This design comes from an exercise in tuning for small area and a short achievable clock period on the open sky130 flow, not from production work. Where RTL was checked, it was by simulation tests only, not by an equivalence proof against the original. Function not checked in run 1: the RTL went through the layout flow alone.

==> flow/design.v (outline; a module is shown in full before it is edited, if it fits) <==
// module PWM_duty_cycle: 987 lines
module PWM_duty_cycle (
    input clk,
    input rst,
    input pwm_in,
    output reg [7:0] duty_cycle
);
  // ...
==> flow/run.sh <==
#!/bin/bash
# synth_recipe.tcl (not shown) runs the flow's synth.tcl, then flattens the netlist and writes it again
# the make line also repeats each setting of config.mk as NAME=value (left out here)
make -C /OpenROAD-flow-scripts/flow DESIGN_CONFIG=/design/flow/config.mk WORK_HOME=/design/flow/orfs CLKGATE_MAP_FILE= SYNTH_SCRIPT=/design/flow/synth_recipe.tcl finish
==> flow/config.mk <==
export PLATFORM = sky130hd
export DESIGN_NAME = PWM_duty_cycle
export DESIGN_NICKNAME = PWM_duty_cycle
export VERILOG_FILES = /design/flow/design.v
export SDC_FILE = /design/flow/constraint.sdc
export NUM_CORES = 4
export LEC_CHECK = 0
export CAP_MARGIN = 20
export CORE_MARGIN = 2
export CORE_UTILIZATION = 40
export SLEW_MARGIN = 20
==> flow/constraint.sdc <==
create_clock -name core_clock -period 110.0 [get_ports {clk}]
set_input_delay 22.0000 -clock core_clock [delete_from_list [all_inputs] [get_ports {clk}]]
set_output_delay 22.0000 -clock core_clock [all_outputs]
set_load 0.01 [all_outputs]
==> results.cfg, run 1 <==
[synthesis]
synth-seq-area-share_pct = 14.2
synthMuxAreaShare_pct = 11.6
yosysTopAreaCellShare_pct = 21.9
syn-instance-count = 1656
ys_seq_elements = 95
synth_largest_area_cell = fa_1
synth_edf_count = 0

[global_routing]
grt_use_met3_pct = 2.37
gr-total-overflow = 0
grt_pass1_vias = 12200
grt_usage_pct = 20.2

[worst_setup_path]
worstSetupPathType = flip-flop to flip-flop
worst-path-stages = 90
cp-endpoint = q[0]
critPathLaunchType = flip-flop
rr_endpoint = q[0]
cpPeakStageDelay_ns = 0.82
cp_data_arrival_time_ns = 24.03

[die]
die_w_um = 199
dieArea_mm2 = 0.0395
die_h_um = 199
taps = 511

[finish]
clock_area_share_pct = 1.70
largest_cell_class = multi-input combinational cells
multiInputGateArea_mm2 = 0.0122
multi_input_area_share_pct = 75.8
layout_commonest_cell = fa_1
clkbuf_count = 10
n_fill_cell = 3650

[route]
drt-met1-wl_um = 16700
routedWlPerCell_um = 17.3
highest_layer = met4

[placement]
io_buffers = 10

[sta]
finalSetupViolCount = 0
fin_ws_ns = 86.24
worst_pin_slew_ns = 0.924
fmax_mhz = 42.1

[outcome]
status = timing/DRC/antenna clean

[clock_tree]
clockBufferDepth = 2
clock_sinks = 95
clock_latency_ns = 0.37
==> run 2: changes to the inputs <==
--- a/flow/design.v
+++ b/flow/design.v
@@ -10,4 +10,6 @@
     reg        first;                    
-    reg        ok;                       
-    reg  [7:0] q;                        
+    wire        fe = p & ~pwm_in;
+    wire        a_top = (a == 21'd1638375);  
+    wire [20:0] a_inc = a_top ? 21'd0 : a + 21'd25;
+    wire [22:0] n = {a, 2'b00};        
     reg [8:0] pr2;
@@ -15,8 +17,5 @@
     reg [15:0] pr4;
-    reg [0:0] qh;
-    wire        fe = p & ~pwm_in;
-    wire [20:0] a_inc = (a == 21'd1638375) ? 21'd0 : a + 21'd25;
-    wire [22:0] n = {a, 2'b00};                         
-    wire [15:0] T1 = t + 16'd4;
-    wire [16:0] tz1;                   
+    reg qr7;
+    wire [15:0] T1 = t + 16'd3;
+    wire [16:0] tz1;               
     assign tz1[16] = 1'b1;
@@ -26,4 +25,4 @@
     end endgenerate
-    wire [15:0] T2 = t + 16'd3;
-    wire [16:0] tz2;                   
+    wire [15:0] T2 = t + 16'd2;
+    wire [16:0] tz2;               
     assign tz2[16] = 1'b1;
@@ -33,4 +32,4 @@
     end endgenerate
-    wire [15:0] T3 = t + 16'd2;
-    wire [16:0] tz3;                   
+    wire [15:0] T3 = t + 16'd1;
+    wire [16:0] tz3;               
     assign tz3[16] = 1'b1;
@@ -40,4 +39,4 @@
     end endgenerate
-    wire [15:0] T4 = t + 16'd1;
-    wire [16:0] tz4;                   
+    wire [15:0] T4 = t;
+    wire [16:0] tz4;               
     assign tz4[16] = 1'b1;
@@ -191,6 +190,6 @@
     wire [8:0] s1r14 = s1ge14 ? s1d14[8:0] : s1v14[8:0];
-    wire sm2 = (a[20:12] == 0);          
+    wire sm2 = 1'b0;   
     wire cb2 = p & (a[11:0] < 12'd25);   
     wire [8:0] pi2 = pr2 + cb2;
-    wire pe2 = ({7'd0, pi2} == T2);     
+    wire pe2 = ({7'd0, pi2} == T2);
     wire [8:0] P2 = (sm2 | pe2) ? 9'd0 : pi2;
@@ -312,6 +311,6 @@
     wire [12:0] s2r10 = s2ge10 ? s2d10[12:0] : s2v10[12:0];
-    wire sm3 = (a[20:8] == 0);          
+    wire sm3 = (a[20:8] == 0);              
     wire cb3 = p & (a[7:0] < 8'd25);   
     wire [12:0] pi3 = pr3 + cb3;
-    wire pe3 = ({3'd0, pi3} == T3);     
+    wire pe3 = ({3'd0, pi3} == T3);
     wire [12:0] P3 = (sm3 | pe3) ? 13'd0 : pi3;
@@ -425,8 +424,6 @@
     wire [15:0] s3r7 = s3ge7 ? s3d7[15:0] : s3v7[15:0];
-    wire sm4 = (a[20:5] == 0);          
-    wire cb4 = p & (a[4:0] < 5'd25);   
-    wire [15:0] pi4 = pr4 + cb4;
-    wire pe4 = (pi4 == T4);     
-    wire [15:0] P4 = (sm4 | pe4) ? 16'd0 : pi4;
-    wire [16:0] s4v6 = {P4[15:0], n[6]};
+    wire [4:0] al = a[4:0] - 5'd25;
+    wire [6:0] nd4 = {al, 2'b00};
+    wire [15:0] P4 = pr4;
+    wire [16:0] s4v6 = {P4[15:0], nd4[6]};
     wire [17:0] s4b6;
@@ -505,3 +502,3 @@
     wire [15:0] s4r6 = s4ge6 ? s4d6[15:0] : s4v6[15:0];
-    wire [16:0] s4v5 = {s4r6[15:0], n[5]};
+    wire [16:0] s4v5 = {s4r6[15:0], nd4[5]};
     wire [17:0] s4b5;
@@ -580,3 +577,3 @@
     wire [15:0] s4r5 = s4ge5 ? s4d5[15:0] : s4v5[15:0];
-    wire [16:0] s4v4 = {s4r5[15:0], n[4]};
+    wire [16:0] s4v4 = {s4r5[15:0], nd4[4]};
     wire [17:0] s4b4;
@@ -655,3 +652,3 @@
     wire [15:0] s4r4 = s4ge4 ? s4d4[15:0] : s4v4[15:0];
-    wire [16:0] s4v3 = {s4r4[15:0], n[3]};
+    wire [16:0] s4v3 = {s4r4[15:0], nd4[3]};
     wire [17:0] s4b3;
@@ -730,3 +727,3 @@
     wire [15:0] s4r3 = s4ge3 ? s4d3[15:0] : s4v3[15:0];
-    wire [16:0] s4v2 = {s4r3[15:0], n[2]};
+    wire [16:0] s4v2 = {s4r3[15:0], nd4[2]};
     wire [17:0] s4b2;
@@ -805,3 +802,3 @@
     wire [15:0] s4r2 = s4ge2 ? s4d2[15:0] : s4v2[15:0];
-    wire [16:0] s4v1 = {s4r2[15:0], n[1]};
+    wire [16:0] s4v1 = {s4r2[15:0], nd4[1]};
     wire [17:0] s4b1;
@@ -880,3 +877,3 @@
     wire [15:0] s4r1 = s4ge1 ? s4d1[15:0] : s4v1[15:0];
-    wire [16:0] s4v0 = {s4r1[15:0], n[0]};
+    wire [16:0] s4v0 = {s4r1[15:0], nd4[0]};
     wire [17:0] s4b0;
@@ -955,4 +952,3 @@
     wire [15:0] s4r0 = s4ge0 ? s4d0[15:0] : s4v0[15:0];
-    wire [0:0] qhc = sm4 ? 1'd0 : qh + pe4;
-    wire [7:0] qn = {qhc, s4ge6, s4ge5, s4ge4, s4ge3, s4ge2, s4ge1, s4ge0};
+    wire [7:0] q = {qr7, s4ge6, s4ge5, s4ge4, s4ge3, s4ge2, s4ge1, s4ge0};
     always @(posedge clk) begin
@@ -961,4 +957,3 @@
         pr4 <= s3r7;
-        qh <= {s3ge7};
-        q <= qn;
+        qr7 <= s3ge7;
     end
@@ -970,8 +965,6 @@
             first <= 1'b1;
-            ok <= 1'b0;
             duty_cycle <= 8'd0;
         end else begin
-            if (fe & ok) duty_cycle <= q;
-            ok <= ~first & (t != 16'hffff);
             if (fe) begin
+                if (!first && !tz4[0]) duty_cycle <= q;
                 first <= 1'b0;
@@ -980,3 +973,3 @@
             end else begin
-                t <= T4;
+                t <= T3;
                 if (pwm_in) a <= a_inc;
--- a/flow/config.mk
+++ b/flow/config.mk
@@ -7,5 +7,5 @@
 export LEC_CHECK = 0
-export CAP_MARGIN = 20
+export CAP_MARGIN = 80
 export CORE_MARGIN = 2
 export CORE_UTILIZATION = 40
-export SLEW_MARGIN = 20
+export SLEW_MARGIN = 80
==> run 2 against run 1 <==
  * Sequential share of layout area fell by 1.6 points
  * Register-to-register slack better by 2.0 ns
  * Cell area is 6.3% higher
  * Clock-buffer cell count is the same
  * Critical path type is now input pin to flip-flop
  * Final cell count down 4.6%
  * Fmax increased by 2.1%
  * Non-clock buffer count up 82
  * Worst setup slack better by 0.50 ns
  * First-iteration DRC count is 8.5% lower
  * Routed wire length down 11%
==> results.cfg, run 2 <==
[outcome]
status = timing/DRC/antenna clean

[sta]
finalSetupTns_ns = 0
finalSetupViolCount = 0
rsz0062_at_grt = no
fmax_mhz = 43.0
post-route-period-util_pct = 21.1
fin_crit_ns = 23.26
drv_slew = 0
hold_viol_final = 0
slew_headroom_pct = 79.0
fin_ws_ns = 86.74
worst_pin_slew_ns = 0.307
skew_ns = 0.0116

[finish]
seqCellArea_mm2 = 0.00201
largest_reg_flops = 21
layout_commonest_cell = fa_1
drive_above_1_share_pct = 24.9
area_delta_synth_final_pct = 20.2
top_register = a
multiInputGateArea_mm2 = 0.0129
top_regs = a: 21 flops, pr4: 16 flops, t: 16 flops
fin_nets = 1888
finish.utilization_pct = 48.5
num_antenna_cells = 0
final_cells = 2053
final_cell_mix = 167 x fa_1, 128 x ha_1, 117 x inv_1
n_fill_cell = 3252

[clock_tree]
clkSlewWorstSetupHoldPaths_ns = 0.07
clock_latency_ns = 0.36
clockRootBuffer = clkbuf_16
post-cts-setup-buffer-count = 0
cts_buffers = 9
cts_resized = 0
htree_levels = 3
clockBufferDepth = 2
cts_tree = built
cts_hold_buf = 0
clock_sinks = 86

[die]
core_area_mm2 = 0.0352
die_h_um = 192
dieArea_mm2 = 0.0370
start_util_pct = 40.3
core.rowCount = 69
io-pin-count = 11
die_w_um = 192

[route]
wirelength_um = 33400
drc_errors = 0
ant_nets = 0
via_per_inst = 5.43
num_vias = 11100
first_pass_iters = 5
drt_iter0_markers = 516
routedWlPerCell_um = 16.3

[global_routing]
antenna_found_initial = 0
gr-total-overflow = 0
grt_max_degree = 30
grt_usage_pct = 19.3
grt_pass1_wl_um = 58100
grt_pass1_vias = 11700

[worst_setup_path]
rr_endpoint = pr4[1]
cp_max_fo = 18
r2r_slack_ns = 88.22
worstSetupPathType = input pin to flip-flop
cp_data_arrival_time_ns = 23.49
rr_worst_depth = 70
critPathLaunchType = input pin
end_kind = flip-flop
crit_start = pwm_in
required_ns = 110.23
r2r-start = a[0]

[hold_path]
min_to = first
holdPathStages = 1
hold_class = flip-flop to flip-flop
hp-start = first

[synthesis]
yosysTopAreaCellShare_pct = 23.5
synthTopCellsByArea = fa_1 24%, ha_1 12%, dfrtp_1 7.6%
synth_largest_area_cell = fa_1
netlist_area_mm2 = 0.0142
ys_seq_elements = 86
syn-instance-count = 1524
ys_warn_count = 1
synth_cell_type_count = 74
synth_edf_count = 0
synth-seq-area-share_pct = 13.8
syn_area_per_cell_um2 = 9.32
ys.flop_type = dfrtp_1
synthArstFlopShare_pct = 54.7
synth_common_cells = 167 x fa_1, 131 x ha_1, 125 x inv_1
syn-num-nets = 1825
synth_most_common_cell = fa_1

[placement]
io_buffers = 10
globalplace.congestion = 0.819
preCtsSetupSlack_ns = 86.38
place_inst = 2032
hpwl_um = 27600

[job]
maxCapViolCount = 0
## run 2: kinds of logic after synthesis
family          after synthesis  synth area share, %
fa+ha+maj                   298                 35.1
mux                         168                 12.7
buf+inv                     184                 5.16
flops                        86                 13.8
xor+xnor                    120                 7.40
compound gates              250                 11.3
simple gates                418                 14.6
## run 2: cell type report
cell class	count	area share, %
clock buffers	10	1.34
clock inverters	6	0.256
inverters	125	2.82
multi-input cells	1254	75.5
flip-flops and latches	86	11.8
well taps	461	3.38
repair buffers	111	4.98
## run 2: worst max-delay path by stage
stage | endpoint | cells after the start | slack [ns]
2_1_floorplan | a[10] | 1 | 86.89
3_3_place_gp | duty_cycle[0] | 6 | 85.79
4_1_cts | duty_cycle[0] | 1 | 86.72
5_1_grt | duty_cycle[2] | 7 | 86.65
6_report | duty_cycle[2] | 7 | 86.74
3_5_place_dp | duty_cycle[2] | 7 | 86.38
## run 2: critical path: stages
cell and delay [ns]:
buf_2 0.24, nor2b_1 0.08, buf_4 0.21, nand3b_1 0.22
buf_2 0.21, buf_2 0.17, mux2_2 0.34
## run 2: per-stage QoR
step	hold slack [ns]	cell area, µm²
floorplan	0.440	14200
global placement	0.460	14800
detailed placement	0.474	16200
CTS	0.486	16500
global route	0.498	17100
finish	0.485	17100
## run 2: layer usage
metal	GRT usage [%]	up-vias	share of wire [%]	wire length (µm)
met1	24.8	5524	45	15100
met2	34.6	157	51	16900
li1	-	5419	-	-
met4	4.84	0	2.0	666
met5	0	-	0	0
met3	2.13	44	2.3	756
==> run 3: changes to the inputs <==
--- a/flow/config.mk
+++ b/flow/config.mk
@@ -7,5 +7,5 @@
 export LEC_CHECK = 0
-export CAP_MARGIN = 80
+export CAP_MARGIN = 20
 export CORE_MARGIN = 2
 export CORE_UTILIZATION = 40
-export SLEW_MARGIN = 80
+export SLEW_MARGIN = 20
==> run 3 against run 2 <==
  * First-iteration DRC count rose by 18%
  * Critical endpoint is now duty_cycle[0]
  * Largest cell class unchanged
  * Clock skew rose by 0.0039 ns
  * Non-clock buffer count fell by 79
  * Still clean on timing, DRC and antenna
  * Clock-buffer cell count fell by 1
  * Via count fell by 4.1%
==> results.cfg, run 3 <==
[die]
core_area_mm2 = 0.0352
die_w_um = 192
core.rowCount = 69
start_util_pct = 40.3
dieArea_mm2 = 0.0370
die_h_um = 192
io-pin-count = 11

[placement]
hpwl_um = 26400
globalplace.congestion = 0.819
placed_area_mm2 = 0.0148
io_buffers = 10
place_inst = 1958

[hold_path]
holdPathStages = 2
hold_class = flip-flop to flip-flop
hp-start = duty_cycle[3]
min_to = duty_cycle[3]

[synthesis]
synth_cell_type_count = 74
syn-instance-count = 1524
syn_area_per_cell_um2 = 9.32
synth_largest_area_cell = fa_1
synth-seq-area-share_pct = 13.8
synthTopCellsByArea = fa_1 24%, ha_1 12%, dfrtp_1 7.6%
synth_most_common_cell = fa_1
netlist_area_mm2 = 0.0142
synthArstFlopShare_pct = 54.7
synth_edf_count = 0
ys_seq_elements = 86
yosysTopAreaCellShare_pct = 23.5
syn-num-nets = 1825
ys_warn_count = 1
synth_common_cells = 167 x fa_1, 131 x ha_1, 125 x inv_1
ys.flop_type = dfrtp_1

[finish]
area_delta_synth_final_pct = 6.52
stdcell_area_mm2 = 0.0151
final_cell_mix = 167 x fa_1, 131 x ha_1, 124 x inv_1
finish.utilization_pct = 42.9
final_cells = 1974
top_register = a
drive_above_1_share_pct = 9.25
fin_nets = 1809
num_antenna_cells = 0
n_fill_cell = 3456
multiInputGateArea_mm2 = 0.0115
largest_reg_flops = 21
layout_commonest_cell = fa_1
seqCellArea_mm2 = 0.00196
top_regs = a: 21 flops, pr4: 16 flops, t: 16 flops

[sta]
finalSetupViolCount = 0
fmax_mhz = 41.9
skew_ns = 0.0155
post-route-period-util_pct = 21.7
hold_viol_final = 0
worst_pin_slew_ns = 0.987
finalSetupTns_ns = 0
drv_slew = 0
slew_headroom_pct = 33.7
rsz0062_at_grt = no
fin_crit_ns = 23.89

[clock_tree]
htree_levels = 3
cts_buffers = 9
clkSlewWorstSetupHoldPaths_ns = 0.07
clock_latency_ns = 0.37
clockBufferDepth = 2
cts_hold_buf = 0
cts_tree = built
cts_resized = 0
post-cts-setup-buffer-count = 0
clock_sinks = 86
clockRootBuffer = clkbuf_16

[worst_setup_path]
end_kind = flip-flop
worstSetupPathType = input pin to flip-flop
path_cells = clkdlybuf4s50_1 -> nor2b_1 -> buf_4 -> nand3b_1 -> a211o_1 -> o31a_1
cp_data_arrival_time_ns = 24.14
r2r_slack_ns = 87.86
cp_slowest_cell = clkdlybuf4s50_1
required_ns = 110.25
critPathTopFamily = buffers and inverters
cpPeakStageDelay_ns = 0.61
critPathLaunchType = input pin
rr_worst_depth = 82
r2r-start = t[0]
cp_max_fo = 18
crit_buf_inv = 2
rr_endpoint = pr2[7]

[global_routing]
gr-total-overflow = 0
grt_max_degree = 48
use_met1_pct = 24.0
grt_pass1_wl_um = 55600
grt_use_met3_pct = 2.22
grt_pass1_vias = 11200
use_met2_pct = 33.1
antenna_found_initial = 0
grt_usage_pct = 18.6
top_usage_layer = met2

[route]
ant_nets = 0
first_pass_iters = 5
num_vias = 10700
drc_errors = 0
routedWlPerCell_um = 16.1
wirelength_um = 31900
via_per_inst = 5.41
drt_iter0_markers = 609

[job]
maxCapViolCount = 0

[outcome]
status = timing/DRC/antenna clean
[run 3: cell types whose count changed in the layout (fill, tap and decap cells not counted), sizes merged]
cell | before | now
clkdlybuf4s50 | 17 | 10
clkbuf | 12 | 9
inv | 126 | 129
clkinvlp | 0 | 1
clkinv | 5 | 0
clkdlybuf4s25 | 2 | 0
buf | 89 | 22
clkdlybuf4s15 | 1 | 0
bufinv | 0 | 2
[run 3: kinds of logic after synthesis]
| family | share of synthesized area, % |
|---|---|
| AND/OR/NAND/NOR | 14.6 |
| adder cells (fa/ha/maj) | 35.1 |
| AO/OA/AOI/OAI | 11.3 |
| buffers and inverters | 5.16 |
| multiplexers | 12.7 |
| XOR/XNOR | 7.40 |
| flip-flops | 13.8 |
[run 3: area by class of cell]
type / count / area share (%)
sequential: 86 / 13.0
clock buffer: 9 / 1.49
timing repair buffer: 32 / 1.75
inverter: 125 / 3.12
clock inverter: 7 / 0.728
multi-input combinational: 1254 / 76.1
tap: 461 / 3.81
[run 3: metrics by stage]
stage | setup slack [ns] | hold WS [ns]
CTS | 86.10 | 0.485
finish | 86.11 | 0.479
global placement | 85.79 | 0.460
global route | 85.93 | 0.491
floorplan | 86.89 | 0.440
detailed placement | 85.71 | 0.471
[run 3: worst max-delay path by stage]
stage / end / cells after the start / slack [ns] / start
after floorplan: a[10] / 1 / 86.89 / rst
after global placement: duty_cycle[0] / 6 / 85.79 / pwm_in
after detailed placement: duty_cycle[0] / 6 / 85.71 / pwm_in
after CTS: duty_cycle[0] / 6 / 86.10 / pwm_in
after global routing: duty_cycle[0] / 6 / 85.93 / pwm_in
final: duty_cycle[0] / 6 / 86.11 / pwm_in
[run 3: worst min-delay path, cell delays in order (launching register included)]
cell     delay, ns
dfrtp_1       0.34
nand2_1       0.04
o21ai_0       0.06
[run 3: metal layers]
metal | wire (µm) | up-vias
li1 | - | 5272
met1 | 14800 | 5274
met2 | 15900 | 108
met3 | 712 | 28
met4 | 445 | 0
met5 | 0 | -

## afterwards: timing with drivers on the ports
The results above use ideal ports. As a check the final layouts listed here were re-extracted and re-timed, cells and wires unchanged. Step 1 assumes that a clkbuf_16 drives the clock port and a buf_2 every other input. Step 2 moves the port delays by t, midway between the first and last clock arrival at a register: inputs arrive t later, outputs are due t later. That takes back most of the time a late clock gives input paths. a / b / c = ideal ports / drivers / drivers and shift; a / b = the first two.
run | shift t [ns] | setup slack, ns | worst slew at a driven data input, ns
run 1 | 0.410 | 86.244 / 86.244 / 85.875 | 0.03
run 2 | 0.403 | 86.739 / 86.695 / 86.368 | 0.03
run 3 | 0.409 | 86.110 / 86.141 / 85.732 | 0.03
After both steps setup and hold are still met in every run listed. The setup slack of run 3, which loses most, moves by +0.031 ns with the drivers and by -0.378 ns with both steps.
